This design comes from an exercise in tuning for small area on the open sky130 flow, not from production work. The RTL was checked by simulation tests, not by an equivalence proof against the original design. The clock cells of runs 3 to 8 come from the design's own scripts or RTL, not from TritonCTS. The clock port is modelled as an ideal driver, which makes a skipped or thinned clock tree look cheaper than it is; a real chip needs a root buffer or a tree. Power figures rest on the tool's default switching activity, not on a simulated workload.

==> design/flow/design.v <==
`timescale 1ns / 1ps
module game(
	input clk,
	input [7:0] sw,
	input btnR,
	output [3:0] an,
	output reg [6:0] seg,
	output reg [6:0] timer_seg,
	output timer_anode
);
	reg [3:0] l;
	reg [8:0] h;
	reg T;
	reg [1:0] k;
	reg [2:0] tt;    
	reg [3:0] tu;    
	reg [7:0] ctr;
	reg [7:0] N;
	reg E;
	reg [3:0] S;
	wire l0 = (l == 4'd0);
	wire l9 = l[3] & l[0];                                
	wire wrap = h[8] & h[7] & h[6] & h[5] & h[4] & h[2];   
	wire dtick = l0 & (T == h[0]);
	wire ttick = wrap & ~T;
	wire G = (tt == 3'd0) & (tu == 4'd0);
	always @(posedge clk) begin
		if (btnR) begin
			l <= 0; h <= 0; T <= 0; k <= 0; tt <= 3'd4; tu <= 4'd0;
			ctr <= 0; N <= 0; E <= 0; S <= 0;
		end else begin
			if (wrap) begin
				l <= 0; h <= 0; T <= ~T;
			end else if (l9) begin
				l <= 0; h <= h + 9'd1;
			end else
				l <= l + 4'd1;
			if (dtick) k <= k + 2'd1;
			if (ttick && !G) begin
				if (tu == 4'd0) begin
					tu <= 4'd9; tt <= tt - 3'd1;
				end else
					tu <= tu - 4'd1;
			end
			ctr <= ctr + 8'd1;
			if (E) N <= ctr + 8'd1;
			E <= (sw == N);
			if (!G && E) S <= S + 4'd1;
		end
	end
	assign an = ~(4'b1000 >> k);
	assign timer_anode = k[0];
	wire [7:0] M = N[7] ? (~N + 8'd1) : N;
	function [3:0] a3; input [3:0] x;
		a3 = {x[3] | x[2]&x[1] | x[2]&x[0],
		      x[2]&~x[1]&~x[0] | x[3]&x[0],
		      ~x[2]&x[1] | x[2]&x[1]&x[0] | x[3]&~x[0],
		      ~x[3]&~x[2]&x[0] | x[2]&x[1]&~x[0] | x[3]&~x[0]};
	endfunction
	wire [3:0] s2 = a3(M[7:4]);
	wire [3:0] s3 = a3({s2[2:0], M[3]});
	wire [3:0] s4 = a3({s3[2:0], M[2]});
	wire [3:0] s5 = a3({s4[2:0], M[1]});
	wire [3:0] r3 = a3({1'b0, s2[3], s3[3], s4[3]});
	wire hd = r3[3];
	wire [3:0] td = {r3[2:0], s5[3]};
	wire [3:0] ud = {s5[2:0], M[0]};
	reg [3:0] L;
	always @(*) begin
		if (G)
			case (k)
				2'd0: L = 4'd5;
				2'd1: L = 4'd11;
				2'd2: L = S[3] & (S[2] | S[1]) ? 4'd1 : 4'd0;
				default: L = S[3] & (S[2] | S[1]) ? S - 4'd10 : S;
			endcase
		else
			case (k)
				2'd0: L = N[7] ? 4'd10 : 4'd15;
				2'd1: L = {3'b0, hd};
				2'd2: L = td;
				default: L = ud;
			endcase
	end
	always @(*) begin
		case (L)
			4'd0: seg = 7'b0000001;
			4'd1: seg = 7'b1001111;
			4'd2: seg = 7'b0010010;
			4'd3: seg = 7'b0000110;
			4'd4: seg = 7'b1001100;
			4'd5: seg = 7'b0100100;
			4'd6: seg = 7'b0100000;
			4'd7: seg = 7'b0001111;
			4'd8: seg = 7'b0000000;
			4'd9: seg = 7'b0000100;
			4'd10: seg = 7'b1111110;
			4'd11: seg = 7'b1110110;
			4'd12: seg = 7'b1001100;
			4'd13: seg = 7'b0100100;
			4'd14: seg = 7'b1111100;
			4'd15: seg = 7'b1111111;
			default: seg = 7'b1111111;
		endcase
	end
	wire [3:0] TL = k[0] ? tu : {1'b0, tt};
	always @(*) begin
		case (TL)
			4'd0: timer_seg = 7'b0111111;
			4'd1: timer_seg = 7'b0110000;
			4'd2: timer_seg = 7'b1011011;
			4'd3: timer_seg = 7'b1111001;
			4'd4: timer_seg = 7'b1110100;
			4'd5: timer_seg = 7'b1101101;
			4'd6: timer_seg = 7'b1101111;
			4'd7: timer_seg = 7'b0111000;
			4'd8: timer_seg = 7'b1111111;
			4'd9: timer_seg = 7'b1111101;
			default: timer_seg = 7'b0000000;
		endcase
	end
endmodule
==> design/flow/flow/run.sh <==
#!/bin/bash
# Own layout flow:
#  1. the standard synthesis (standard.sh synth), unchanged;
#  2. an area re-mapping of its combinational logic with Yosys/ABC (reopt.ys, area.abc);
#     the flip-flops, their names and cell types are kept as the standard synthesis made them;
#  3. the standard floorplan and placement, with the smallest buffer cell on each port;
#  4. a small manual clock tree (mycts.tcl) in place of TritonCTS, picked by trial runs;
#  5. the standard flow from CTS (repair, routing) to the finished layout.
# Each tool's output goes to its own log file in this folder.
set -euo pipefail
R=orfs/results/$FLOW_PLATFORM/game/base
LIB=$FLOW_HOME/platforms/$FLOW_PLATFORM/lib/sky130_fd_sc_hd__tt_025C_1v80.lib
export CKT_DIR=$PWD/flow

bash standard.sh synth > 1_standard_synth.log 2>&1

cp $R/1_2_yosys.v $R/1_2_yosys_standard.v
sed -e "s|@IN@|$R/1_2_yosys_standard.v|; s|@OUT@|$R/1_2_yosys.v|; s|@ABC@|flow/area.abc|; s|@LIB@|$LIB|g; s|@TOP@|$FLOW_TOP|g" flow/reopt.ys > reopt_run.ys
yosys -s reopt_run.ys > 2_reopt_yosys.log 2>&1
rm -f $R/1_synth.odb

ARGS=("BUFFER_PORTS_ARGS=-buffer_cell sky130_fd_sc_hd__buf_1" "PRE_CTS_TCL=$CKT_DIR/ckt_hook.tcl")
bash standard.sh "${ARGS[@]}" place > 3_standard_place.log 2>&1

choice=""
for cfg in "2 sky130_fd_sc_hd__clkbuf_8" "3 sky130_fd_sc_hd__clkbuf_8" "2 sky130_fd_sc_hd__clkbuf_16" \
           "4 sky130_fd_sc_hd__clkbuf_8" "3 sky130_fd_sc_hd__clkbuf_16" "4 sky130_fd_sc_hd__clkbuf_16"; do
  set -- $cfg
  echo "== trial $cfg" >> 4_clock_trials.log
  s=$(CKT_DB=$R/3_place.odb CKT_SDC=$R/3_place.sdc CKT_N=$1 CKT_CELL=$2 \
      openroad -no_init -exit flow/ckt_trial.tcl 2>&1 | tee -a 4_clock_trials.log | awk '/^CKT_SLEW/{print $2}')
  if [ -n "$s" ] && awk -v s="$s" 'BEGIN { exit !(s <= 0.105) }'; then choice="$cfg"; break; fi
done
[ -n "$choice" ] || choice="4 sky130_fd_sc_hd__clkbuf_16"
echo "$choice" > ckt_choice.txt
echo "chosen: $choice" >> 4_clock_trials.log

bash standard.sh "${ARGS[@]}" finish > 5_standard_layout.log 2>&1
==> design/flow/flow/area.abc <==
strash
balance -l; resub -K 6 -l; rewrite -l; resub -K 6 -N 2 -l; refactor -l; resub -K 8 -l; balance -l; resub -K 8 -N 2 -l; rewrite -l; resub -K 10 -l; rewrite -z -l; resub -K 10 -N 2 -l; balance -l; resub -K 12 -l; refactor -z -l; resub -K 12 -N 2 -l; rewrite -z -l; balance -l
&get -n
&deepsyn -T 60
&put
balance -l; resub -K 6 -l; rewrite -l; resub -K 6 -N 2 -l; refactor -l; resub -K 8 -l; balance -l; resub -K 8 -N 2 -l; rewrite -l; resub -K 10 -l; rewrite -z -l; resub -K 10 -N 2 -l; balance -l; resub -K 12 -l; refactor -z -l; resub -K 12 -N 2 -l; rewrite -z -l; balance -l
dch -f
amap
topo
==> design/flow/flow/ckt_hook.tcl <==
# PRE_CTS_TCL hook: replaces clock_tree_synthesis by the manual tree chosen in ckt_choice.txt.
source $::env(CKT_DIR)/mycts.tcl
set ckt_f [open $::env(CKT_DIR)/../ckt_choice.txt r]
set ckt_choice [string trim [read $ckt_f]]
close $ckt_f
rename clock_tree_synthesis orfs_clock_tree_synthesis
proc clock_tree_synthesis {args} {
  global ckt_choice
  my_apply_tree {*}$ckt_choice
}
==> design/flow/flow/ckt_trial.tcl <==
# One trial of a manual clock tree on the placed design: prints the worst clock slew.
set plat $::env(FLOW_HOME)/platforms/$::env(FLOW_PLATFORM)
read_liberty $plat/lib/sky130_fd_sc_hd__tt_025C_1v80.lib
read_db $::env(CKT_DB)
read_sdc $::env(CKT_SDC)
source $plat/setRC.tcl
source $::env(CKT_DIR)/mycts.tcl
my_apply_tree $::env(CKT_N) $::env(CKT_CELL)
detailed_placement
puts "CKT_SLEW [my_ckt_worst_slew]"
==> design/flow/flow/mycts.tcl <==
# Manual clock tree, used in place of clock_tree_synthesis: the clock port drives a few clock
# buffers straight away, and each buffer drives one group of flip-flops. The groups come from a
# k-means split of the flip-flop positions. The smallest tree (by cell area) whose worst
# flip-flop clock slew, estimated from the placement, stays under a target is picked by
# trial runs (ckt_trial.tcl), one per candidate tree.
proc my_ckt_sinks {} {
  set block [ord::get_db_block]
  set pts {}
  foreach it [[$block findNet clk] getITerms] {
    set inst [$it getInst]
    set bb [$inst getBBox]
    lappend pts [list [expr {([$bb xMin] + [$bb xMax]) / 2.0}] \
      [expr {([$bb yMin] + [$bb yMax]) / 2.0}] [$inst getName] [[$it getMTerm] getName]]
  }
  return $pts
}

proc my_ckt_kmeans {pts ngroups} {
  set n [llength $pts]
  set sorted [lsort -real -index 0 $pts]
  set cent {}
  for {set g 0} {$g < $ngroups} {incr g} {
    set p [lindex $sorted [expr {int(($g + 0.5) * $n / $ngroups)}]]
    lappend cent [list [lindex $p 0] [lindex $p 1]]
  }
  for {set iter 0} {$iter < 100} {incr iter} {
    set sx {}; set sy {}; set cnt {}
    for {set g 0} {$g < $ngroups} {incr g} { lappend sx 0.0; lappend sy 0.0; lappend cnt 0 }
    set asg {}
    foreach p $pts {
      set best 0; set bd 1e30
      for {set g 0} {$g < $ngroups} {incr g} {
        set c [lindex $cent $g]
        set d [expr {abs([lindex $p 0] - [lindex $c 0]) + abs([lindex $p 1] - [lindex $c 1])}]
        if {$d < $bd} { set bd $d; set best $g }
      }
      lappend asg $best
      lset sx $best [expr {[lindex $sx $best] + [lindex $p 0]}]
      lset sy $best [expr {[lindex $sy $best] + [lindex $p 1]}]
      lset cnt $best [expr {[lindex $cnt $best] + 1}]
    }
    for {set g 0} {$g < $ngroups} {incr g} {
      if {[lindex $cnt $g] > 0} {
        lset cent $g [list [expr {[lindex $sx $g] / [lindex $cnt $g]}] [expr {[lindex $sy $g] / [lindex $cnt $g]}]]
      }
    }
  }
  return [list $asg $cent]
}

proc my_ckt_worst_slew {} {
  estimate_parasitics -placement
  set worst 0
  foreach p [get_pins -hierarchical */CLK] {
    set s [get_property $p slew_max]
    if {$s > $worst} { set worst $s }
  }
  return $worst
}

proc my_apply_tree {ngroups cell} {
  set dbu [[ord::get_db_block] getDbUnitsPerMicron]
  set pts [my_ckt_sinks]
  lassign [my_ckt_kmeans $pts $ngroups] asg cent
  for {set g 0} {$g < $ngroups} {incr g} {
    set loads {}
    foreach p $pts a $asg {
      if {$a == $g} { lappend loads [get_pins "[lindex $p 2]/[lindex $p 3]"] }
    }
    if {[llength $loads] == 0} continue
    set c [lindex $cent $g]
    set x [expr {[lindex $c 0] / $dbu}]; set y [expr {[lindex $c 1] / $dbu}]
    puts "my_apply_tree: group $g, [llength $loads] flip-flops, $cell at $x $y"
    insert_buffer -buffer_cell $cell -net clk -load_pins $loads -location [list $x $y] \
      -buffer_name clkbuf_leaf_${g}_ -net_name clknet_leaf_${g}_
  }
  set_propagated_clock [all_clocks]
}
==> design/flow/flow/reopt.ys <==
# Re-map the combinational logic of the standard synthesis netlist for area.
# The flip-flops (and their instance names) are kept as they are.
read_liberty -ignore_miss_func @LIB@
read_verilog @IN@
hierarchy -top @TOP@
setattr -mod -set keep_hierarchy 1 sky130_fd_sc_hd__*df* sky130_fd_sc_hd__*dl*
flatten
rename -hide w:*.*
opt_clean -purge
opt -fast
abc -script @ABC@ -liberty @LIB@ -dont_use *probe* -dont_use *lpflow* -dont_use *clkdly* -dont_use *dlygate* -dont_use *dlymetal*
opt_clean -purge
hilomap -singleton -hicell sky130_fd_sc_hd__conb_1 HI -locell sky130_fd_sc_hd__conb_1 LO
splitnets
opt_clean -purge
select @TOP@
tee -o reopt_stat.txt stat -liberty @LIB@
write_verilog -noattr -selected @OUT@
==> design/flow/standard.sh <==
#!/bin/bash
# synth_recipe.tcl (not shown) runs the flow's synth.tcl, then flattens the netlist and writes it again
# the make line also repeats each setting of config.mk as NAME=value (left out here)
make -C /OpenROAD-flow-scripts/flow DESIGN_CONFIG=/design/flow/config.mk WORK_HOME=/design/flow/orfs CLKGATE_MAP_FILE= SYNTH_SCRIPT=/design/flow/synth_recipe.tcl "${@:-finish}"
==> design/flow/config.mk <==
export PLATFORM = sky130hd
export DESIGN_NAME = game
export DESIGN_NICKNAME = game
export VERILOG_FILES = /design/flow/design.v
export SDC_FILE = /design/flow/constraint.sdc
export NUM_CORES = 4
export LEC_CHECK = 0
export ABC_AREA = 1
export CAP_MARGIN = 20
export CORE_MARGIN = 2
export CORE_UTILIZATION = 40
export SLEW_MARGIN = 20
==> design/flow/constraint.sdc <==
create_clock -name core_clock -period 20.0 [get_ports {clk}]
set_input_delay 4.0000 -clock core_clock [delete_from_list [all_inputs] [get_ports {clk}]]
set_output_delay 4.0000 -clock core_clock [all_outputs]
set_load 0.01 [all_outputs]
==> notes.md, run 1 <==
post-detail-place hpwl=around 3.8 mm; Mapped Cells=between 300 and 400; last stage reached=4_1_cts; Syn Area/Cell=slightly below 7 um2; error msg=Error: cts.tcl, 36 can't read "ckt_choice": no such variable; syn_nets=roughly 330; placed cells=around 420; status=did not finish; Die Ht=a little under 80 um; Post-Syn Area=0.002241 mm2; Starting Density=just over 40%; port bufs=28; GP Congestion=0.7999; Std-Cell Rows=27; dpl cell area=about 0.0024 mm2; I/O Pins=29; Synth Warn #=1; die width=just under 80 um
through the flow:
| step | util (%) | setup slack, ns |
|---|---|---|
| 2_1_floorplan | - | 11.81 |
| 3_3_place_gp | 44.51 | 11.63 |
| 3_5_place_dp | 44.51 | 11.32 |
how the worst max path moves through the flow:
stage               from      to  slack, ns  cells after the start
detailed placement  N[6]  seg[3]      11.32                     22
global placement    N[6]  seg[3]      11.63                     22
floorplan           N[6]  seg[3]      11.81                     21
power by group through the flow:
stage	Sequential, mW	Clock [mW]	Combinational (mW)
3_5_place_dp	0.0926	0	0.0348
3_3_place_gp	0.0926	0	0.0347
2_1_floorplan	0.0923	0	0.0240
==> run 2, diff against run 1 <==
--- a/design/flow/config.mk
+++ b/design/flow/config.mk
@@ -8,5 +8,5 @@
 export ABC_AREA = 1
 export CAP_MARGIN = 20
 export CORE_MARGIN = 2
-export CORE_UTILIZATION = 40
+export CORE_UTILIZATION = 65
 export SLEW_MARGIN = 20
==> run 2 against run 1 <==
Against the previous run: the flow again stops in 4_1_cts; synthesized area did not move; synthesized cell count did not move.
==> notes.md, run 2 <==
status=did not finish; last stage reached=4_1_cts; error msg=Error: cts.tcl, 36 can't read "ckt_choice": no such variable; Die Ht=62.72 um (-20%); Starting Density=67.69% (+27 points); Std-Cell Rows=21 (-22%); Post-Syn Area=0.002241 mm2 (unchanged); Mapped Cells=322 (unchanged); post-detail-place hpwl=3.560 mm (-6.2%); syn_nets=332 (unchanged); port bufs=28 (unchanged); Synth Warn #=1 (unchanged); I/O Pins=29 (unchanged); Syn Area/Cell=6.959 um2 (unchanged); placed cells=396 (-6.2%); GP Congestion=0.8809 (+10%); die width=62.72 um (-20%)
[run 2: power by group through the flow]
stage / Clock (mW) / Sequential (mW) / Combinational, mW
global placement: 0 / 0.0925 / 0.0343
floorplan: 0 / 0.0923 / 0.0240
detailed placement: 0 / 0.0926 / 0.0346
[run 2: worst min-delay path by stage]
stage	end	slack (ns)	cells past startpoint
after detailed placement	h[3]	0.44	1
after floorplan	ctr[0]	0.42	1
after global placement	h[3]	0.44	1
[run 2: per-stage QoR]
stage	area (um2)	power [mW]	hold slack, ns	util [%]	worst slack [ns]
detailed placement	2404	0.1272	0.4396	72.60	11.41
floorplan	2241	0.1163	0.4201	-	11.81
global placement	2404	0.1268	0.4358	72.60	11.65
==> run 3, diff against run 2 <==
==> design/flow/flow/ckt_hook.tcl (replaced) <==
# PRE_CTS_TCL hook: replaces clock_tree_synthesis by the manual tree chosen in ckt_choice.txt.
source $::env(CKT_DIR)/mycts.tcl
set ckt_f [open $::env(CKT_DIR)/../ckt_choice.txt r]
set ::ckt_choice [string trim [read $ckt_f]]
close $ckt_f
rename clock_tree_synthesis orfs_clock_tree_synthesis
proc clock_tree_synthesis {args} {
  puts "manual clock tree: $::ckt_choice"
  my_apply_tree {*}$::ckt_choice
}
--- a/design/flow/config.mk
+++ b/design/flow/config.mk
@@ -8,5 +8,5 @@
 export ABC_AREA = 1
 export CAP_MARGIN = 20
 export CORE_MARGIN = 2
-export CORE_UTILIZATION = 65
+export CORE_UTILIZATION = 40
 export SLEW_MARGIN = 20
==> run 3 against run 2 <==
Against the previous run: now clean on timing, DRC and antenna; synthesized cell count did not move; synthesized area did not move.
==> notes.md, run 3 <==
status=no timing/DRC/antenna violations; total net switching power=0.04608 mW; worst slack, placed=11.32 ns (-0.09530 ns); Hold WC Path Type=register to register; crit path cell chain=clkinv_1 > nor2_1 > clkinv_1 > a2111oi_0 > a311o_1 > nor2_1 > a21oi_1 > o41ai_1 > or2_0 > o31ai_1 > clkinv_1 > nor2_1 > o22ai_1 > a311o_1 > o22ai_1 > clkinv_1 > o21ai_0 > nand2_1 > o21ai_0 > or2_0 > o21a_1 > buf_1; Setup CP Type=register to output port; top sig layer=met4; GP Congestion=0.7999 (-9.2%); dpl cell area=0.002436 mm2 (+1.4%); PostCTS Resize Cnt=0; post-detail-place hpwl=3.793 mm (+6.6%); syn_nets=332 (unchanged); Leak=0.8114 nW; power density over cell area=roughly 67 mW/mm2; Sequential Area=between 800 and 900 um2; final hold violations=0; Reg with most FFs=h; GRT Total Usage=approximately 16%; Post-Syn Area=0.002241 mm2 (unchanged); Worst-Skew Late Latency=about 0.15 ns; routed len/inst=around 11 um; Max VDD drop=roughly 0.000047 V; Slew HR=just under 60%; commonest cells after routing, fill and taps aside=nor2_1 (61), clkinv_1 (57), dfxtp_1 (44); Largest register FFs=9; largest net degree at the start of global routing=24; Synth Warn #=1 (unchanged); Final TNS setup=0 ns; Tcrit/Tclk final=roughly 45%; fin crit period=around 8.9 ns; most common cell after layout, fill and taps aside=nor2_1; Fill cells=604; Max-Cap Viols=0; setup bufs post-CTS=0; combinational share of power=roughly a fifth; Die Ht=78.85 um (+26%); I/O Pins=29 (unchanged); Core ar.=~0.0055 mm2; Residual DRC=0; Critical Path RT=between 15 and 20 ns; critical path arrival=between 4 and 5 ns; reg2reg end=tt[1]; vias=between 2000 and 2500; Syn Area/Cell=6.959 um2 (unchanged); share of layout cells above drive strength 1=less than 1%; routed wl met3=roughly 180 um; vias in the first global route=around 2000; met1 wire length=around 2.3 mm; Mapped Cells=322 (unchanged); Largest regs=h (9), N (8), ctr (8); Clk pwr share=24.2%; Worst Tran Pin Value=0.6352 ns; Iter 0 DRT Violations=90; Crit. End Element=output port; Starting Density=40.95% (-27 points); # diodes=0; Std-Cell Rows=27 (+29%); Die Outline Area=0.006217 mm2; Setup-failing EPs final=0; grt total ovfl=0; Achievable Freq=112.0 MHz; hold_buf cts=0; Final WS setup=approximately 11 ns; Sequential Power Share=between 50 and 60%; Crit path top cell by count=clkinv_1; CP peak stage delay=roughly 0.45 ns; die width=78.85 um (+26%); Reg-to-Reg Start=h[6]; critical path's slowest cell=a2111oi_0; clk_skew=about 0.0055 ns; final wirelength=between 4 and 5 mm; worst min-delay path startpoint=h[3]; CP Launch Type=register; final total power=0.1656 mW; switching part of the total power=between 20% and 30%; Slew Limit Fails=0; initial antenna violation count=0; Routed Antenna Nets=0; final instance area=approximately 0.0025 mm2; Hold Path Depth=1; Cell Int Power=around 0.12 mW; r2r setup slk=18.09 ns; synth-to-layout area growth=10.94%; Avg Vias per Cell=between 5 and 6; multi-input logic area=approximately 0.0011 mm2; DRT Pass-1 Iters=4; port bufs=28 (unchanged); Final nets=around 360; global-route wire length before repair=about 8.5 mm; Hold EP=h[3]; reg2reg path depth=10; clk slew on worst S/H paths=roughly 0.090 ns; met2 wire len=between 2 and 2.5 mm; RSZ-0062 raised after global routing=false; crit-path max FO=5
## run 3: through the flow
step | hold WS (ns) | utilization (%) | cells
after floorplan | 0.4201 | - | 322
after global placement | 0.4295 | 44.51 | 422
after detailed placement | 0.4406 | 44.51 | 422
after CTS | 0.4541 | 45.43 | 424
after global routing | 0.4734 | 45.43 | 424
final | 0.4547 | 45.43 | 424
## run 3: layer usage
metal,vias to the layer above,GRT usage [%]
met4,0,1.034
met2,47,29.57
met3,3,0.6818
met1,986,21.32
li1,1187,-
met5,-,0
## run 3: power by group through the flow
stage	sequential [mW]	combinational [mW]	clock, mW
floorplan	0.0923	0.0240	0
global placement	0.0926	0.0347	0
detailed placement	0.0926	0.0348	0
CTS	0.0906	0.0350	0.0423
global route	0.0909	0.0394	0.0448
finish	0.0906	0.0348	0.0401
## run 3: cell type report, without the clock buffers
| type | instances | area share [%] |
|---|---|---|
| Sequential cell | 44 | 35.43 |
| Tap cell | 72 | 3.624 |
| Multi-Input combinational cell | 221 | 46.10 |
| Inverter | 57 | 8.606 |
| Timing Repair Buffer | 28 | 4.227 |
## run 3: worst max-delay path, delay by kind of cell, from the launching register on
kind,cells,cell delay (ns)
and+or+nand+nor,6,0.92
buffers and inverters,5,0.78
DFF,1,0.36
AOI/OAI and AO/OA,11,2.71
## run 3: worst max path at each step
| stage | endpoint | slack, ns | from | depth (start not counted) |
|---|---|---|---|---|
| finish | seg[3] | 11.07 | N[6] | 22 |
| global route | seg[3] | 10.41 | N[6] | 22 |
| CTS | seg[3] | 11.12 | N[6] | 22 |
| detailed placement | seg[3] | 11.32 | N[6] | 22 |
| global placement | seg[3] | 11.63 | N[6] | 22 |
| floorplan | seg[3] | 11.81 | N[6] | 21 |
==> run 4, diff against run 3 <==
--- a/design/flow/config.mk
+++ b/design/flow/config.mk
@@ -8,5 +8,5 @@
 export ABC_AREA = 1
 export CAP_MARGIN = 20
 export CORE_MARGIN = 2
-export CORE_UTILIZATION = 40
+export CORE_UTILIZATION = 65
 export SLEW_MARGIN = 20
==> run 4 against run 3 <==
Against the previous run: still clean on timing, DRC and antenna; first-iteration DRC count up 51%; clock skew grew 0.0089 ns; wire length fell by 7.0%; cell area decreased by 1.7%; worst setup slack better by 0.11 ns; flip-flop and latch count unchanged; register-to-register slack better by 0.03 ns; critical path type unchanged.
==> notes.md, run 4 <==
multi-input logic area=0.001146 mm2 (unchanged); Residual DRC=0 (unchanged); crit-path max FO=5 (unchanged); Largest register FFs=9 (unchanged); dpl cell area=0.002404 mm2 (-1.3%); PostCTS Resize Cnt=0 (unchanged); Crit. End Element=output port; final total power=0.1596 mW (-3.6%); Avg Vias per Cell=5.642 (+7.6%); status=no timing/DRC/antenna violations; setup bufs post-CTS=0 (unchanged); synth-to-layout area growth=9.101%; GP Congestion=0.8809 (+10%); hold_buf cts=0 (unchanged); DRT Pass-1 Iters=4 (unchanged); final hold violations=0 (unchanged); CP Launch Type=register; Largest regs=h (9), N (8), ctr (8); grt total ovfl=0 (unchanged); global-route wire length before repair=8.176 mm (-3.9%); post-detail-place hpwl=3.560 mm (-6.2%); Final WS setup=11.18 ns (+0.1116 ns); critical path arrival=4.82 ns (-0.11 ns); fin crit period=8.816 ns (-0.1116 ns); commonest cells after routing, fill and taps aside=nor2_1 (61), clkinv_1 (57), dfxtp_1 (44); Synth Warn #=1 (unchanged); Max-Cap Viols=0 (unchanged); Critical Path RT=16.00 ns (about the same); reg2reg path depth=11 (+1); Tcrit/Tclk final=44.08% (-0.56 points); Reg with most FFs=h; final wirelength=4.457 mm (-7.0%); Fill cells=296 (-51%); Leak=0.8083 nW (-0.38%); clk_skew=0.01439 ns (+0.008928 ns); port bufs=28 (unchanged); worst slack, placed=11.41 ns (+0.09530 ns); vias in the first global route=2027 (+0.65%); # diodes=0 (unchanged); Setup CP Type=register to output port; Syn Area/Cell=6.959 um2 (unchanged); clk slew on worst S/H paths=0.10 ns (about the same); Setup-failing EPs final=0 (unchanged); Starting Density=67.69% (+27 points); most common cell after layout, fill and taps aside=nor2_1; Hold Path Depth=1 (unchanged); Final nets=365 (+0.27%); Iter 0 DRT Violations=136 (+51%); Max VDD drop=0.00006568 V (+41%); Final TNS setup=0 ns (unchanged); largest net degree at the start of global routing=17 (-29%); Hold WC Path Type=register to register; Sequential Area=880.8 um2 (unchanged); Worst-Skew Late Latency=0.15 ns (about the same); I/O Pins=29 (unchanged); Die Ht=62.72 um (-20%); Slew Limit Fails=0 (unchanged); Std-Cell Rows=21 (-22%); syn_nets=332 (unchanged); vias=2251 (+1.3%); GRT Total Usage=23.88% (+8.0 points); Achievable Freq=113.4 MHz (+1.3%); power density over cell area=65.29 mW/mm2 (-2.0%); Die Outline Area=0.003933 mm2 (-37%); final instance area=0.002445 mm2 (-1.7%); initial antenna violation count=0 (unchanged); Routed Antenna Nets=0 (unchanged); Worst Tran Pin Value=0.6316 ns (-0.003672 ns); Core ar.=0.003311 mm2 (-40%); Post-Syn Area=0.002241 mm2 (unchanged); routed len/inst=11.17 um (-1.2%); Slew HR=57.90% (+0.24 points); Mapped Cells=322 (unchanged); RSZ-0062 raised after global routing=false; share of layout cells above drive strength 1=0.8499% (+0.28 points); die width=62.72 um (-20%)
[run 4: per-layer routing]
| metal | vias up | routed length [um] | share of wire [%] | track usage [%] |
|---|---|---|---|---|
| met2 | 43 | 2009 | 45 | 42.47 |
| met5 | - | 0 | 0 | 0 |
| li1 | 1199 | - | - | - |
| met1 | 1006 | 2242 | 50 | 33.60 |
| met4 | 0 | 49 | 1.1 | 2.222 |
| met3 | 3 | 156 | 3.5 | 0.9009 |
[run 4: worst max-delay path, cell delays in order (launching register included)]
cell	delay, ns
dfxtp_1	0.36
clkinv_1	0.14
nor2_1	0.18
clkinv_1	0.12
a2111oi_0	0.43
a311o_1	0.23
nor2_1	0.06
a21oi_1	0.17
o41ai_1	0.12
or2_0	0.23
o31ai_1	0.43
clkinv_1	0.17
nor2_1	0.16
o22ai_1	0.10
a311o_1	0.35
o22ai_1	0.28
clkinv_1	0.17
o21ai_0	0.31
nand2_1	0.12
o21ai_0	0.12
or2_0	0.17
o21a_1	0.12
buf_1	0.14
[run 4: where the power goes]
part / leakage, nW / internal [mW] / switching (mW)
sequential: 0.356 / 0.0890 / 0.00158
clock: 0.0216 / 0.0138 / 0.0206
combinational: 0.431 / 0.0123 / 0.0224
[run 4: final cells by class, without the clock buffers]
class                   count  area share, %
multi-input cells         221          46.88
flip-flops and latches     44          36.03
repair buffers             28          4.299
inverters                  57          8.751
well taps                  46          2.354
[run 4: final timing paths]
path	startpoint	to	slack, ns
worst max-delay path	N[6]	seg[3]	11.18
worst min-delay path	h[3]	h[3]	0.46
worst max register to register	l[3]	h[8]	18.12
worst min register to register	h[3]	h[3]	0.46
[run 4: through the flow]
| step | hold slack [ns] | instances | util [%] |
|---|---|---|---|
| 3_5_place_dp | 0.4396 | 396 | 72.60 |
| 4_1_cts | 0.4605 | 399 | 73.85 |
| 3_3_place_gp | 0.4358 | 396 | 72.60 |
| 5_1_grt | 0.4970 | 399 | 73.85 |
| 2_1_floorplan | 0.4201 | 322 | - |
| 6_report | 0.4623 | 399 | 73.85 |
==> run 5, diff against run 4 <==
--- a/design/flow/flow/run.sh
+++ b/design/flow/flow/run.sh
@@ -23,13 +23,15 @@
 bash standard.sh "${ARGS[@]}" place > 3_standard_place.log 2>&1
 
 choice=""
-for cfg in "2 sky130_fd_sc_hd__clkbuf_8" "3 sky130_fd_sc_hd__clkbuf_8" "2 sky130_fd_sc_hd__clkbuf_16" \
+# candidate trees, smallest cell area first
+for cfg in "2 sky130_fd_sc_hd__clkbuf_4" "3 sky130_fd_sc_hd__clkbuf_4" "2 sky130_fd_sc_hd__clkbuf_8" \
+           "4 sky130_fd_sc_hd__clkbuf_4" "3 sky130_fd_sc_hd__clkbuf_8" "2 sky130_fd_sc_hd__clkbuf_16" \
            "4 sky130_fd_sc_hd__clkbuf_8" "3 sky130_fd_sc_hd__clkbuf_16" "4 sky130_fd_sc_hd__clkbuf_16"; do
   set -- $cfg
   echo "== trial $cfg" >> 4_clock_trials.log
   s=$(CKT_DB=$R/3_place.odb CKT_SDC=$R/3_place.sdc CKT_N=$1 CKT_CELL=$2 \
       openroad -no_init -exit flow/ckt_trial.tcl 2>&1 | tee -a 4_clock_trials.log | awk '/^CKT_SLEW/{print $2}')
-  if [ -n "$s" ] && awk -v s="$s" 'BEGIN { exit !(s <= 0.105) }'; then choice="$cfg"; break; fi
+  if [ -n "$s" ] && awk -v s="$s" 'BEGIN { exit !(s <= 0.115) }'; then choice="$cfg"; break; fi
 done
 [ -n "$choice" ] || choice="4 sky130_fd_sc_hd__clkbuf_16"
 echo "$choice" > ckt_choice.txt
--- a/design/flow/config.mk
+++ b/design/flow/config.mk
@@ -8,5 +8,5 @@
 export ABC_AREA = 1
 export CAP_MARGIN = 20
 export CORE_MARGIN = 2
-export CORE_UTILIZATION = 65
+export CORE_UTILIZATION = 75
 export SLEW_MARGIN = 20
==> run 5 against run 4 <==
Against the previous run: clock skew grew 0.0054 ns; fmax shrank 1.1%; cell area shrank 0.77%; utilization grew 13 points; highest routed layer unchanged.
==> notes.md, run 5 <==
initial antenna violation count=0 (unchanged); final wirelength=5.013 mm (+12%); Routed Antenna Nets=0 (unchanged); Slew HR=57.68% (-0.22 points); power density over cell area=66.07 mW/mm2 (+1.2%); Tcrit/Tclk final=44.57% (+0.49 points); routed len/inst=13.05 um (+17%); RSZ-0062 raised after global routing=false; Avg Vias per Cell=6.221 (+10%); share of layout cells above drive strength 1=0.8499% (unchanged); met1 usage=37.36% (+3.8 points); Die Ht=58.66 um (-6.5%); Slew Limit Fails=0 (unchanged); dpl cell area=0.002385 mm2 (-0.78%); Max-Cap Viols=0 (unchanged); reg2reg path depth=11 (unchanged); Syn Area/Cell=6.959 um2 (unchanged); Hold WC Path Type=register to register; clk slew on worst S/H paths=0.10 ns (about the same); Max VDD drop=0.00006827 V (+3.9%); Setup-failing EPs final=0 (unchanged); GP Congestion=0.9428 (+7.0%); Largest regs=h (9), N (8), ctr (8); CP Launch Point=N[6]; Final nets=365 (unchanged); r2r setup slk=17.98 ns (-0.14 ns); hold_ws=0.4566 ns (-0.005630 ns); Crit. End Element=output port; grt total ovfl=0 (unchanged); CP Launch Type=register; largest net degree at the start of global routing=19 (+2); final instance area=0.002426 mm2 (-0.77%); Final WS setup=11.09 ns (-0.09880 ns); setup bufs post-CTS=0 (unchanged); Largest register FFs=9 (unchanged); Mapped Cells=322 (unchanged); Die Outline Area=0.003441 mm2 (-13%); Worst-Skew Late Latency=0.15 ns (about the same); clk_skew=0.01983 ns (+0.005433 ns); Fill cells=173 (-42%); Residual DRC=0 (unchanged); Final TNS setup=0 ns (unchanged); Achievable Freq=112.2 MHz (-1.1%); Core ar.=0.002805 mm2 (-15%); Setup CP Type=register to output port; Std-Cell Rows=19 (-9.5%); Starting Density=79.88% (+12 points); PostCTS Resize Cnt=0 (unchanged); most common cell after layout, fill and taps aside=nor2_1; GR Util met3=2.418% (+1.5 points); I/O Pins=29 (unchanged); port bufs=28 (unchanged); multi-input logic area=0.001146 mm2 (unchanged); M2 GR Usage=55.06% (+13 points); vias=2389 (+6.1%); Reg with most FFs=h; DRT Pass-1 Iters=21 (+17); post-detail-place hpwl=3.839 mm (+7.9%); global-route wire length before repair=8.335 mm (+1.9%); final total power=0.1603 mW (+0.42%); busiest layer in global routing=met2; # diodes=0 (unchanged); reg2reg end=h[8]; crit-path max FO=5 (unchanged); critical path arrival=4.91 ns (+0.09 ns); Sequential Area=880.8 um2 (unchanged); worst slack, placed=11.40 ns (-0.008500 ns); Synth Warn #=1 (unchanged); Reg-to-Reg Start=l[3]; hold_buf cts=0 (unchanged); status=no timing/DRC/antenna violations; commonest cells after routing, fill and taps aside=nor2_1 (61), clkinv_1 (57), dfxtp_1 (44); fin crit period=8.915 ns (+0.09880 ns); Critical Path RT=16.00 ns (about the same); syn_nets=332 (unchanged); synth-to-layout area growth=8.264%; die width=58.66 um (-6.5%); final hold violations=0 (unchanged); Iter 0 DRT Violations=166 (+22%); Leak=0.8083 nW (unchanged); Worst Tran Pin Value=0.6348 ns (+0.003237 ns); vias in the first global route=2107 (+3.9%); Post-Syn Area=0.002241 mm2 (unchanged); Critical Path End=seg[3]; GRT Total Usage=29.57% (+5.7 points)
## run 5: area by class of cell, without the clock buffers
cell class	count	area share, %
multi-input combinational	221	47.24
sequential	44	36.31
inverter	57	8.819
timing repair buffer	28	4.332
tap	31	1.599
## run 5: worst min path at each step
stage / from / to / slack [ns] / cells after the start
global placement: h[3] / h[3] / 0.43 / 1
finish: h[3] / h[3] / 0.46 / 1
CTS: h[3] / h[3] / 0.46 / 1
floorplan: ctr[0] / ctr[0] / 0.42 / 1
detailed placement: h[3] / h[3] / 0.44 / 1
global route: h[3] / h[3] / 0.48 / 1
## run 5: power breakdown
| part | leakage, nW | switching, mW | total, mW | internal, mW |
|---|---|---|---|---|
| clock network | 0.0216 | 0.0205 | 0.0343 | 0.0138 |
| registers | 0.356 | 0.00166 | 0.0906 | 0.0890 |
| logic | 0.431 | 0.0231 | 0.0353 | 0.0123 |
## run 5: layer usage
metal	part of all wire, %	up-vias	wire length [um]
met5	0	-	0
met3	6.5	9	325
met4	0.96	0	48
met1	43	1071	2167
met2	49	111	2472
li1	-	1198	-
## run 5: worst max-delay path: stages (launching register included)
cell       delay [ns]
dfxtp_1          0.36
clkinv_1         0.15
nor2_1           0.22
clkinv_1         0.13
a2111oi_0        0.46
a311o_1          0.25
nor2_1           0.05
a21oi_1          0.18
o41ai_1          0.12
or2_0            0.23
o31ai_1          0.42
clkinv_1         0.16
nor2_1           0.16
o22ai_1          0.11
a311o_1          0.35
o22ai_1          0.28
clkinv_1         0.16
o21ai_0          0.30
nand2_1          0.12
o21ai_0          0.13
or2_0            0.17
o21a_1           0.13
buf_1            0.14
## run 5: through the flow
stage / instances / utilization [%]
6_report: 384 / 86.49
5_1_grt: 384 / 86.49
4_1_cts: 384 / 86.49
3_5_place_dp: 381 / 85.01
3_3_place_gp: 381 / 85.01
2_1_floorplan: 322 / -
==> run 6, diff against run 5 <==
--- a/design/flow/flow/run.sh
+++ b/design/flow/flow/run.sh
@@ -31,7 +31,7 @@
   echo "== trial $cfg" >> 4_clock_trials.log
   s=$(CKT_DB=$R/3_place.odb CKT_SDC=$R/3_place.sdc CKT_N=$1 CKT_CELL=$2 \
       openroad -no_init -exit flow/ckt_trial.tcl 2>&1 | tee -a 4_clock_trials.log | awk '/^CKT_SLEW/{print $2}')
-  if [ -n "$s" ] && awk -v s="$s" 'BEGIN { exit !(s <= 0.115) }'; then choice="$cfg"; break; fi
+  if [ -n "$s" ] && awk -v s="$s" 'BEGIN { exit !(s <= 0.122) }'; then choice="$cfg"; break; fi
 done
 [ -n "$choice" ] || choice="4 sky130_fd_sc_hd__clkbuf_16"
 echo "$choice" > ckt_choice.txt
--- a/design/flow/flow/mycts.tcl
+++ b/design/flow/flow/mycts.tcl
@@ -26,18 +26,39 @@
   for {set iter 0} {$iter < 100} {incr iter} {
     set sx {}; set sy {}; set cnt {}
     for {set g 0} {$g < $ngroups} {incr g} { lappend sx 0.0; lappend sy 0.0; lappend cnt 0 }
-    set asg {}
+    # balanced assignment: each group takes at most ceil(n / ngroups) flip-flops; points
+    # are placed in order of how much they lose by not getting their nearest centre
+    set cap [expr {($n + $ngroups - 1) / $ngroups}]
+    set order {}
+    set i 0
     foreach p $pts {
-      set best 0; set bd 1e30
+      set ds {}
       for {set g 0} {$g < $ngroups} {incr g} {
         set c [lindex $cent $g]
-        set d [expr {abs([lindex $p 0] - [lindex $c 0]) + abs([lindex $p 1] - [lindex $c 1])}]
-        if {$d < $bd} { set bd $d; set best $g }
+        lappend ds [list $g [expr {abs([lindex $p 0] - [lindex $c 0]) + abs([lindex $p 1] - [lindex $c 1])}]]
       }
-      lappend asg $best
-      lset sx $best [expr {[lindex $sx $best] + [lindex $p 0]}]
-      lset sy $best [expr {[lindex $sy $best] + [lindex $p 1]}]
-      lset cnt $best [expr {[lindex $cnt $best] + 1}]
+      set ds [lsort -real -index 1 $ds]
+      set regret [expr {[llength $ds] > 1 ? [lindex $ds 1 1] - [lindex $ds 0 1] : 0}]
+      lappend order [list $i $regret $ds]
+      incr i
+    }
+    set asg [lrepeat $n 0]
+    set used [lrepeat $ngroups 0]
+    foreach o [lsort -real -decreasing -index 1 $order] {
+      lassign $o i regret ds
+      foreach d $ds {
+        set g [lindex $d 0]
+        if {[lindex $used $g] < $cap} {
+          lset asg $i $g
+          lset used $g [expr {[lindex $used $g] + 1}]
+          break
+        }
+      }
+    }
+    foreach p $pts a $asg {
+      lset sx $a [expr {[lindex $sx $a] + [lindex $p 0]}]
+      lset sy $a [expr {[lindex $sy $a] + [lindex $p 1]}]
+      lset cnt $a [expr {[lindex $cnt $a] + 1}]
     }
     for {set g 0} {$g < $ngroups} {incr g} {
       if {[lindex $cnt $g] > 0} {
--- a/design/flow/config.mk
+++ b/design/flow/config.mk
@@ -8,5 +8,5 @@
 export ABC_AREA = 1
 export CAP_MARGIN = 20
 export CORE_MARGIN = 2
-export CORE_UTILIZATION = 75
+export CORE_UTILIZATION = 65
 export SLEW_MARGIN = 20
==> run 6 against run 5 <==
Against the previous run: still clean; clock skew up 0.00081 ns; worst setup slack better by 0.047 ns; synthesized area did not move; fmax rose by 0.54%; wire length decreased by 11%.
==> notes.md, run 6 <==
setup bufs post-CTS=0 (unchanged); Die Ht=62.72 um (+6.9%); Max-Cap Viols=0 (unchanged); Achievable Freq=112.8 MHz (+0.54%); critical path's slowest cell=o31ai_1; Std-Cell Rows=21 (+2); DRT Pass-1 Iters=4 (-81%); grt total ovfl=0 (unchanged); RSZ-0062 raised after global routing=false; clk_skew=0.02064 ns (+0.0008130 ns); Crit path top cell by count=clkinv_1; Final nets=366 (+0.27%); Leak=0.8051 nW (-0.39%); initial antenna violation count=0 (unchanged); Core ar.=0.003311 mm2 (+18%); Largest register FFs=9 (unchanged); Reg with most FFs=h; Setup CP Type=register to output port; Clk pwr share=19.7% (-1.7 points); Final TNS setup=0 ns (unchanged); Hold WC Path Type=register to register; Largest regs=h (9), N (8), ctr (8); port bufs=28 (unchanged); PostCTS Resize Cnt=0 (unchanged); clk slew on worst S/H paths=0.12 ns (+0.02 ns); Post-Syn Area=0.002241 mm2 (unchanged); commonest cells after routing, fill and taps aside=nor2_1 (61), clkinv_1 (57), dfxtp_1 (44); fin crit period=8.868 ns (-0.04740 ns); Synth Warn #=1 (unchanged); global-route wire length before repair=8.231 mm (-1.2%); critical path arrival=4.87 ns (-0.04 ns); final wirelength=4.486 mm (-11%); I/O Pins=29 (unchanged); syn_nets=332 (unchanged); Residual DRC=0 (unchanged); Tcrit/Tclk final=44.34% (-0.24 points); Syn Area/Cell=6.959 um2 (unchanged); Starting Density=67.69% (-12 points); Worst Tran Pin Value=0.6184 ns (-0.01636 ns); Routed Antenna Nets=0 (unchanged); vias=2238 (-6.3%); die width=62.72 um (+6.9%); Crit. End Element=output port; Sequential Power Share=58.1% (+1.6 points); Slew HR=58.77% (+1.1 points); vias in the first global route=2033 (-3.5%); post-detail-place hpwl=3.560 mm (-7.3%); share of layout cells above drive strength 1=1.130% (+0.28 points); GP Congestion=0.8809 (-6.6%); Setup-failing EPs final=0 (unchanged); largest net degree at the start of global routing=14 (-5); crit path cell chain=clkinv_1 > nor2_1 > clkinv_1 > a2111oi_0 > a311o_1 > nor2_1 > a21oi_1 > o41ai_1 > or2_0 > o31ai_1 > clkinv_1 > nor2_1 > o22ai_1 > a311o_1 > o22ai_1 > clkinv_1 > o21ai_0 > nand2_1 > o21ai_0 > or2_0 > o21a_1 > buf_1; GRT Total Usage=24.08% (-5.5 points); power density over cell area=64.09 mW/mm2 (-3.0%); Max VDD drop=0.00005036 V (-26%); routed len/inst=11.22 um (-14%); final hold violations=0 (unchanged); status=no timing/DRC/antenna violations; Die Outline Area=0.003933 mm2 (+14%); # diodes=0 (unchanged); hold_buf cts=0 (unchanged); synth-to-layout area growth=8.598%; Worst-Skew Late Latency=0.17 ns (+0.02 ns); Cell Int Power=0.1109 mW (-3.6%); switching part of the total power=28.89% (+0.67 points); Mapped Cells=322 (unchanged); Iter 0 DRT Violations=131 (-21%); crit-path max FO=5 (unchanged); CP Launch Type=register; most common cell after layout, fill and taps aside=nor2_1; CP peak stage delay=0.45 ns (about the same); Slew Limit Fails=0 (unchanged); Avg Vias per Cell=5.595 (-10%); Critical Path RT=16.00 ns (about the same); combinational share of power=22.2% (+0.2 points); final core occ=73.51% (-13 points); total net switching power=0.04505 mW (-0.39%)
[run 6: final cells by class, without the clock buffers]
class | instances | area (um2)
Multi-Input combinational cell | 221 | 1146
Sequential cell | 44 | 880.8
Fill cell | 295 | 877.1
Inverter | 57 | 214.0
Timing Repair Buffer | 28 | 105.1
Tap cell | 46 | 57.56
[run 6: power by group through the flow]
| stage | Sequential [mW] | Combinational, mW | Clock (mW) |
|---|---|---|---|
| after floorplan | 0.0923 | 0.0240 | 0 |
| after global placement | 0.0925 | 0.0343 | 0 |
| after detailed placement | 0.0926 | 0.0346 | 0 |
| after CTS | 0.0906 | 0.0347 | 0.0315 |
| after global routing | 0.0908 | 0.0396 | 0.0342 |
| final | 0.0906 | 0.0347 | 0.0307 |
[run 6: path summary, 6_finish.rpt]
| check | startpoint | endpoint | slack [ns] | depth (start not counted) |
|---|---|---|---|---|
| worst max-delay path | N[6] | seg[3] | 11.13 | 22 |
| worst max register to register | l[3] | h[8] | 18.12 | 11 |
| worst min register to register | h[3] | h[3] | 0.47 | 1 |
| worst min-delay path | h[3] | h[3] | 0.47 | 1 |
[run 6: through the flow]
stage | power (mW) | hold slack (ns) | cells | instance area (um2) | setup slack [ns]
CTS | 0.1568 | 0.4620 | 400 | 2434 | 11.18
floorplan | 0.1163 | 0.4201 | 322 | 2241 | 11.81
detailed placement | 0.1272 | 0.4396 | 396 | 2404 | 11.41
global route | 0.1646 | 0.5022 | 400 | 2434 | 10.54
global placement | 0.1268 | 0.4358 | 396 | 2404 | 11.65
finish | 0.1560 | 0.4684 | 400 | 2434 | 11.13
[run 6: per-layer routing]
layer | vias up | share of wire [%] | GRT usage, %
li1 | 1201 | - | -
met1 | 993 | 51 | 33.60
met2 | 39 | 45 | 42.74
met3 | 5 | 3.3 | 1.081
met4 | 0 | 1.3 | 2.778
met5 | - | 0 | 0
[run 6: worst max-delay path, delay by kind of cell (launching register included)]
| kind | cells | cell delay, ns |
|---|---|---|
| buffers and inverters | 5 | 0.75 |
| DFF | 1 | 0.37 |
| and+or+nand+nor | 6 | 0.92 |
| AOI/OAI and AO/OA | 11 | 2.66 |
==> run 7, diff against run 6 <==
--- a/design/flow/flow/run.sh
+++ b/design/flow/flow/run.sh
@@ -1,7 +1,8 @@
 #!/bin/bash
 # Own layout flow:
 #  1. the standard synthesis (standard.sh synth), unchanged;
-#  2. an area re-mapping of its combinational logic with Yosys/ABC (reopt.ys, area.abc);
+#  2. an area re-mapping of its combinational logic with Yosys/ABC (reopt.ys, area.abc),
+#     from four seeds, keeping the smallest;
 #     the flip-flops, their names and cell types are kept as the standard synthesis made them;
 #  3. the standard floorplan and placement, with the smallest buffer cell on each port;
 #  4. a small manual clock tree (mycts.tcl) in place of TritonCTS, picked by trial runs;
@@ -15,8 +16,21 @@
 bash standard.sh synth > 1_standard_synth.log 2>&1
 
 cp $R/1_2_yosys.v $R/1_2_yosys_standard.v
-sed -e "s|@IN@|$R/1_2_yosys_standard.v|; s|@OUT@|$R/1_2_yosys.v|; s|@ABC@|flow/area.abc|; s|@LIB@|$LIB|g; s|@TOP@|$FLOW_TOP|g" flow/reopt.ys > reopt_run.ys
-yosys -s reopt_run.ys > 2_reopt_yosys.log 2>&1
+# ABC's deep synthesis is run from a few random seeds at once; the smallest result is kept
+best=""; best_area=""
+for seed in 1 2 3 4; do
+  sed -e "s|@SEED@|$seed|" flow/area.abc > area_$seed.abc
+  sed -e "s|@IN@|$R/1_2_yosys_standard.v|; s|@OUT@|reopt_$seed.v|; s|@ABC@|area_$seed.abc|; s|@LIB@|$LIB|g; s|@TOP@|$FLOW_TOP|g; s|reopt_stat.txt|reopt_stat_$seed.txt|" flow/reopt.ys > reopt_run_$seed.ys
+  yosys -s reopt_run_$seed.ys > 2_reopt_yosys_$seed.log 2>&1 &
+done
+wait
+for seed in 1 2 3 4; do
+  a=$(awk '/Chip area/ {print $NF}' reopt_stat_$seed.txt)
+  echo "seed $seed: $a" >> 2_reopt_choice.log
+  if [ -z "$best" ] || awk -v a="$a" -v b="$best_area" 'BEGIN { exit !(a < b) }'; then best=$seed; best_area=$a; fi
+done
+echo "kept seed $best" >> 2_reopt_choice.log
+cp reopt_$best.v $R/1_2_yosys.v
 rm -f $R/1_synth.odb
 
 ARGS=("BUFFER_PORTS_ARGS=-buffer_cell sky130_fd_sc_hd__buf_1" "PRE_CTS_TCL=$CKT_DIR/ckt_hook.tcl")
==> design/flow/flow/area.abc (replaced) <==
strash
balance -l; resub -K 6 -l; rewrite -l; resub -K 6 -N 2 -l; refactor -l; resub -K 8 -l; balance -l; resub -K 8 -N 2 -l; rewrite -l; resub -K 10 -l; rewrite -z -l; resub -K 10 -N 2 -l; balance -l; resub -K 12 -l; refactor -z -l; resub -K 12 -N 2 -l; rewrite -z -l; balance -l
&get -n
&deepsyn -T 60 -S @SEED@
&put
balance -l; resub -K 6 -l; rewrite -l; resub -K 6 -N 2 -l; refactor -l; resub -K 8 -l; balance -l; resub -K 8 -N 2 -l; rewrite -l; resub -K 10 -l; rewrite -z -l; resub -K 10 -N 2 -l; balance -l; resub -K 12 -l; refactor -z -l; resub -K 12 -N 2 -l; rewrite -z -l; balance -l
dch -f
amap
topo
==> run 7 against run 6 <==
Against the previous run: clock power hardly changed; register-to-register slack worse by 0.06 ns; worst setup slack better by 0.31 ns; fmax is 3.6% higher; cell area is 0.87% lower; sequential power hardly changed; critical path depth stayed put; sequential share of layout area is 0.32 points higher; largest cell class unchanged; highest routed layer unchanged.
==> notes.md, run 7 <==
status=no timing/DRC/antenna violations; syn_nets=330 (-0.60%); grt total ovfl=0 (unchanged); Avg Vias per Cell=5.543 (-0.93%); Final TNS setup=0 ns (unchanged); I/O Pins=29 (unchanged); Worst Tran Pin Value=0.6200 ns (+0.001609 ns); final hold violations=0 (unchanged); global-route wire length before repair=8.093 mm (-1.7%); PostCTS Resize Cnt=0 (unchanged); initial antenna violation count=0 (unchanged); Slew Limit Fails=0 (unchanged); Final WS setup=11.44 ns (+0.3073 ns); GR Util met3=1.802% (+0.72 points); Post-Syn Area=0.002220 mm2 (-0.95%); placed cells=394 (-0.51%); CP Launch Type=register; Starting Density=67.04% (-0.64 points); worst slack, placed=11.83 ns (+0.4207 ns); busiest layer in global routing=met2; Final nets=364 (-0.55%); Mapped Cells=320 (-0.62%); routed len/inst=11.27 um (+0.48%); Max-Cap Viols=0 (unchanged); RSZ-0062 raised after global routing=false; power density over cell area=65.19 mW/mm2 (+1.7%); crit-path max FO=7 (+2); setup bufs post-CTS=0 (unchanged); # diodes=0 (unchanged); Std-Cell Rows=21 (unchanged); Hold WC Path Type=register to register; Largest register FFs=9 (unchanged); Synth Warn #=1 (unchanged); commonest cells after routing, fill and taps aside=nor2_1 (65), clkinv_1 (55), dfxtp_1 (44); met1 usage=31.71% (-1.9 points); share of layout cells above drive strength 1=1.136% (+0.0064 points); final instance area=0.002412 mm2 (-0.87%); clk slew on worst S/H paths=0.11 ns (about the same); hold_ws=0.4661 ns (-0.002305 ns); vias in the first global route=1954 (-3.9%); hold_buf cts=0 (unchanged); Tcrit/Tclk final=42.80% (-1.5 points); Setup-failing EPs final=0 (unchanged); Achievable Freq=116.8 MHz (+3.6%); vias=2206 (-1.4%); clk_skew=0.007637 ns (-0.01300 ns); Reg with most FFs=h; port bufs=28 (unchanged); Max VDD drop=0.00004700 V (-6.7%); Setup CP Type=register to output port; Residual DRC=0 (unchanged); Worst-Skew Late Latency=0.17 ns (about the same); Die Ht=62.44 um (-0.45%); Syn Area/Cell=6.936 um2 (-0.33%); Critical Path RT=16.00 ns (about the same); die width=62.44 um (-0.45%); Iter 0 DRT Violations=128 (-2.3%); final wirelength=4.485 mm (about the same); Routed Antenna Nets=0 (unchanged); dpl cell area=0.002382 mm2 (-0.89%); critical path arrival=4.56 ns (-0.31 ns); final total power=0.1573 mW (+0.83%); GP Congestion=0.8949 (+1.6%); DRT Pass-1 Iters=5 (+1); GRT Total Usage=23.82% (-0.26 points); most common cell after layout, fill and taps aside=nor2_1; largest net degree at the start of global routing=14 (unchanged); Slew HR=57.60% (-1.2 points); final core occ=72.86% (-0.64 points); Leak=0.8343 nW (+3.6%); Crit. End Element=output port; Finished Layout Cells=398 (-0.50%); M2 GR Usage=43.15% (+0.40 points); synth-to-layout area growth=8.681% (about the same); Die Outline Area=0.003898 mm2 (-0.89%); fin crit period=8.560 ns (-0.3073 ns); Core ar.=0.003311 mm2 (unchanged); Largest regs=h (9), N (8), ctr (8); Fill cells=309 (+4.7%); post-detail-place hpwl=3.572 mm (+0.35%)
==> run 7: worst paths after layout <==
kind | slack (ns) | cells after the start | endpoint | startpoint
setup / recovery | 11.44 | 22 | seg[1] | N[7]
hold / removal | 0.47 | 1 | ctr[7] | ctr[7]
setup reg to reg | 18.06 | 14 | N[7] | ctr[0]
hold reg to reg | 0.47 | 1 | ctr[7] | ctr[7]
==> run 7: power by group <==
part | internal, mW | switching (mW) | leakage, nW | total [mW]
Combinational | 0.0122 | 0.0234 | 0.460 | 0.0356
Clock | 0.00962 | 0.0213 | 0.0184 | 0.0310
Sequential | 0.0890 | 0.00171 | 0.356 | 0.0907
Total | 0.111 | 0.0465 | 0.834 | 0.157
==> run 7: per-layer routing <==
layer | up-vias | share of wire, % | routed length [um]
met5 | - | 0 | 0
met4 | 0 | 1.3 | 57
met3 | 9 | 4.5 | 202
met2 | 56 | 47 | 2106
met1 | 954 | 47 | 2118
li1 | 1187 | - | -
==> run 7: area by class of cell, without the clock buffers <==
class / count / area, um2 / area share [%]
Multi-Input combinational cell: 221 / 1132 / 46.94
Inverter: 55 / 206.4 / 8.558
Tap cell: 46 / 57.56 / 2.386
Sequential cell: 44 / 880.8 / 36.51
Timing Repair Buffer: 28 / 105.1 / 4.357
==> run 7: worst max-delay path, stage by stage (launching register included) <==
cell and delay (ns):
dfxtp_1 0.45, clkinv_1 0.17, nor2_1 0.16, nor2_1 0.07, nor2_1 0.16, o21ai_0 0.13
a21oi_1 0.24, nor2_1 0.08, o21ai_0 0.35, clkinv_1 0.18, a22oi_1 0.26, o21ai_0 0.17
nor2_1 0.19, clkinv_1 0.12, a221oi_1 0.28, a311oi_1 0.09, a31oi_1 0.27, clkinv_1 0.17
o21a_1 0.19, nor2_1 0.12, o21ai_0 0.13, a32oi_1 0.24, buf_1 0.17
==> run 8, diff against run 7 <==
--- a/design/flow/flow/run.sh
+++ b/design/flow/flow/run.sh
@@ -2,7 +2,7 @@
 # Own layout flow:
 #  1. the standard synthesis (standard.sh synth), unchanged;
 #  2. an area re-mapping of its combinational logic with Yosys/ABC (reopt.ys, area.abc),
-#     from four seeds, keeping the smallest;
+#     from twelve seeds, keeping the smallest;
 #     the flip-flops, their names and cell types are kept as the standard synthesis made them;
 #  3. the standard floorplan and placement, with the smallest buffer cell on each port;
 #  4. a small manual clock tree (mycts.tcl) in place of TritonCTS, picked by trial runs;
@@ -18,13 +18,16 @@
 cp $R/1_2_yosys.v $R/1_2_yosys_standard.v
 # ABC's deep synthesis is run from a few random seeds at once; the smallest result is kept
 best=""; best_area=""
-for seed in 1 2 3 4; do
+seeds="1 2 3 4 5 6 7 8 9 10 11 12"
+for seed in $seeds; do
   sed -e "s|@SEED@|$seed|" flow/area.abc > area_$seed.abc
   sed -e "s|@IN@|$R/1_2_yosys_standard.v|; s|@OUT@|reopt_$seed.v|; s|@ABC@|area_$seed.abc|; s|@LIB@|$LIB|g; s|@TOP@|$FLOW_TOP|g; s|reopt_stat.txt|reopt_stat_$seed.txt|" flow/reopt.ys > reopt_run_$seed.ys
   yosys -s reopt_run_$seed.ys > 2_reopt_yosys_$seed.log 2>&1 &
+  # four at a time, one per CPU
+  if (( seed % 4 == 0 )); then wait; fi
 done
 wait
-for seed in 1 2 3 4; do
+for seed in $seeds; do
   a=$(awk '/Chip area/ {print $NF}' reopt_stat_$seed.txt)
   echo "seed $seed: $a" >> 2_reopt_choice.log
   if [ -z "$best" ] || awk -v a="$a" -v b="$best_area" 'BEGIN { exit !(a < b) }'; then best=$seed; best_area=$a; fi
==> run 8 against run 7 <==
Against the previous run: cell area down 1.3%; first-iteration DRC count is 42% higher; sequential power barely moved; die area shrank 1.3%; register-to-register slack improved by 0.05 ns; final cell count down 2.3%; synthesized cell count shrank 2.8%; wire length is 0.25% lower; synthesized area fell by 1.4%; largest cell class unchanged; largest power group unchanged.
==> notes.md, run 8 <==
Final nets=355 (-2.5%); status=no timing/DRC/antenna violations; Syn Area/Cell=7.036 um2 (+1.4%); GP Congestion=0.9444 (+5.5%); Avg Vias per Cell=5.743 (+3.6%); Core ar.=0.003284 mm2 (-0.79%); Std-Cell Rows=21 (unchanged); synth-to-layout area growth=8.805%; syn_nets=321 (-2.7%); Max VDD drop=0.00003648 V (-22%); # diodes=0 (unchanged); vias in the first global route=1680 (-14%); Hold WC Path Type=register to register; post-detail-place hpwl=3.418 mm (-4.3%); Starting Density=66.63% (-0.42 points); Post-Syn Area=0.002188 mm2 (-1.4%); Setup CP Type=register to output port; power density over cell area=62.01 mW/mm2 (-4.9%); Crit. End Element=output port; hold_buf cts=0 (unchanged); Max-Cap Viols=0 (unchanged); initial antenna violation count=0 (unchanged); Worst-Skew Late Latency=0.17 ns (about the same); Die Outline Area=0.003847 mm2 (-1.3%); GRT Total Usage=22.80% (-1.0 points); Mapped Cells=311 (-2.8%); final wirelength=4.474 mm (-0.25%); setup bufs post-CTS=0 (unchanged); Die Ht=62.03 um (-0.66%); Iter 0 DRT Violations=182 (+42%); global-route wire length before repair=7.017 mm (-13%); critical path arrival=4.95 ns (+0.39 ns); grt total ovfl=0 (unchanged); Critical Path RT=16.00 ns (about the same); Routed Antenna Nets=0 (unchanged); Tcrit/Tclk final=44.77% (+2.0 points); hold_ws=0.4757 ns (+0.009625 ns); routed len/inst=11.50 um (+2.1%); Setup-failing EPs final=0 (unchanged); share of layout cells above drive strength 1=1.166% (+0.030 points); Synth Warn #=1 (unchanged); DRT Pass-1 Iters=6 (+1); most common cell after layout, fill and taps aside=nor2_1; Largest regs=h (9), N (8), ctr (8); Residual DRC=0 (unchanged); Final TNS setup=0 ns (unchanged); commonest cells after routing, fill and taps aside=nor2_1 (68), dfxtp_1 (44), clkinv_1 (44); clk slew on worst S/H paths=0.12 ns (about the same); port bufs=28 (unchanged); I/O Pins=29 (unchanged); die width=62.03 um (-0.66%); Reg with most FFs=h; final hold violations=0 (unchanged); Leak=0.8035 nW (-3.7%); largest net degree at the start of global routing=15 (+1); worst slack, placed=11.39 ns (-0.4443 ns); Largest register FFs=9 (unchanged); PostCTS Resize Cnt=0 (unchanged); crit-path max FO=6 (-1); fin crit period=8.954 ns (+0.3935 ns); CP Launch Type=register; clk_skew=0.01160 ns (+0.003961 ns); Slew HR=51.51% (-6.1 points); Final WS setup=11.05 ns (-0.3935 ns); Achievable Freq=111.7 MHz (-4.4%); RSZ-0062 raised after global routing=false; Worst Tran Pin Value=0.7207 ns (+0.1007 ns); Slew Limit Fails=0 (unchanged); vias=2234 (+1.3%); final total power=0.1477 mW (-6.1%)
## run 8: metal layers
layer	share of wire [%]	vias up	global-route usage, %
met4	0.78	0	2.432
met3	4.9	2	1.863
li1	-	1159	-
met2	46	69	39.29
met1	48	1004	32.22
met5	0	-	0
## run 8: area by class of cell, without the clock buffers
cell class | instances | area, um2
multi-input cells | 223 | 1142
fillers | 285 | 903.4
inverters | 44 | 165.2
well taps | 46 | 57.56
repair buffers | 28 | 105.1
flip-flops and latches | 44 | 880.8
## run 8: path summary, 6_finish.rpt
check | start | endpoint | slack [ns] | depth (start not counted)
worst min-delay path | h[2] | h[2] | 0.48 | 2
worst max register to register | ctr[0] | N[7] | 18.11 | 15
worst min register to register | h[2] | h[2] | 0.48 | 2
worst max-delay path | N[5] | seg[5] | 11.05 | 23
## run 8: critical path: stages, from the launching register on
cell       delay (ns)
dfxtp_1          0.39
clkinv_1         0.17
nor2_1           0.18
nor2_1           0.09
o21ai_0          0.22
nor2_1           0.08
nor2_1           0.14
clkinv_1         0.12
o21ai_0          0.31
nor2_1           0.07
a21oi_1          0.28
nand2_1          0.12
o221ai_1         0.18
o21ai_0          0.17
nor2_1           0.20
xor2_1           0.21
a2111oi_0        0.12
nor4_1           0.63
nor2_1           0.11
or3_1            0.38
o21ai_0          0.15
clkinv_1         0.14
o21ai_0          0.16
buf_1            0.16
## run 8: through the flow
stage / std cells / cell area (um2) / utilization [%]
2_1_floorplan: 311 / 2188 / -
3_3_place_gp: 385 / 2351 / 71.58
3_5_place_dp: 385 / 2351 / 71.58
4_1_cts: 389 / 2381 / 72.50
5_1_grt: 389 / 2381 / 72.50
6_report: 389 / 2381 / 72.50
## run 8: power breakdown
| part | switching [mW] | total (mW) | internal [mW] |
|---|---|---|---|
| registers | 0.00198 | 0.0909 | 0.0890 |
| clock network | 0.0212 | 0.0308 | 0.00962 |
| logic | 0.0172 | 0.0259 | 0.00868 |

==> re-timing with driven ports <==
In the flow no input, the clock included, has a driving cell. The finished layouts below were timed again as built, in two steps.
Step 1 sets driving cells, clkbuf_16 on the clock port and buf_2 on the other inputs (assumed; they add their load-dependent delay and slew).
Step 2 moves the port delays by t, midway between the first and last clock arrival at a register: inputs arrive t later, outputs are due t later. That takes back most of the time a late clock gives input paths.
a / b / c = ideal ports / drivers / drivers and shift; a / b = the first two.
run	t (ns)	setup slack, ns	slew at the worst register clock pin (ns)	worst data-port slew with drivers (ns)	pins driven straight from the clock port
run 3	0.195	11.072 / 11.026 / 11.221	0.09 / 0.09	0.03	2
run 4	0.193	11.184 / 11.138 / 11.331	0.10 / 0.10	0.03	3
run 5	0.187	11.085 / 11.042 / 11.229	0.10 / 0.10	0.03	3
run 6	0.208	11.133 / 11.089 / 11.296	0.12 / 0.12	0.03	4
run 7	0.211	11.440 / 11.395 / 11.606	0.11 / 0.11	0.03	4
run 8	0.209	11.046 / 11.006 / 11.215	0.12 / 0.12	0.03	4
After both steps setup and hold are still met in every run listed.
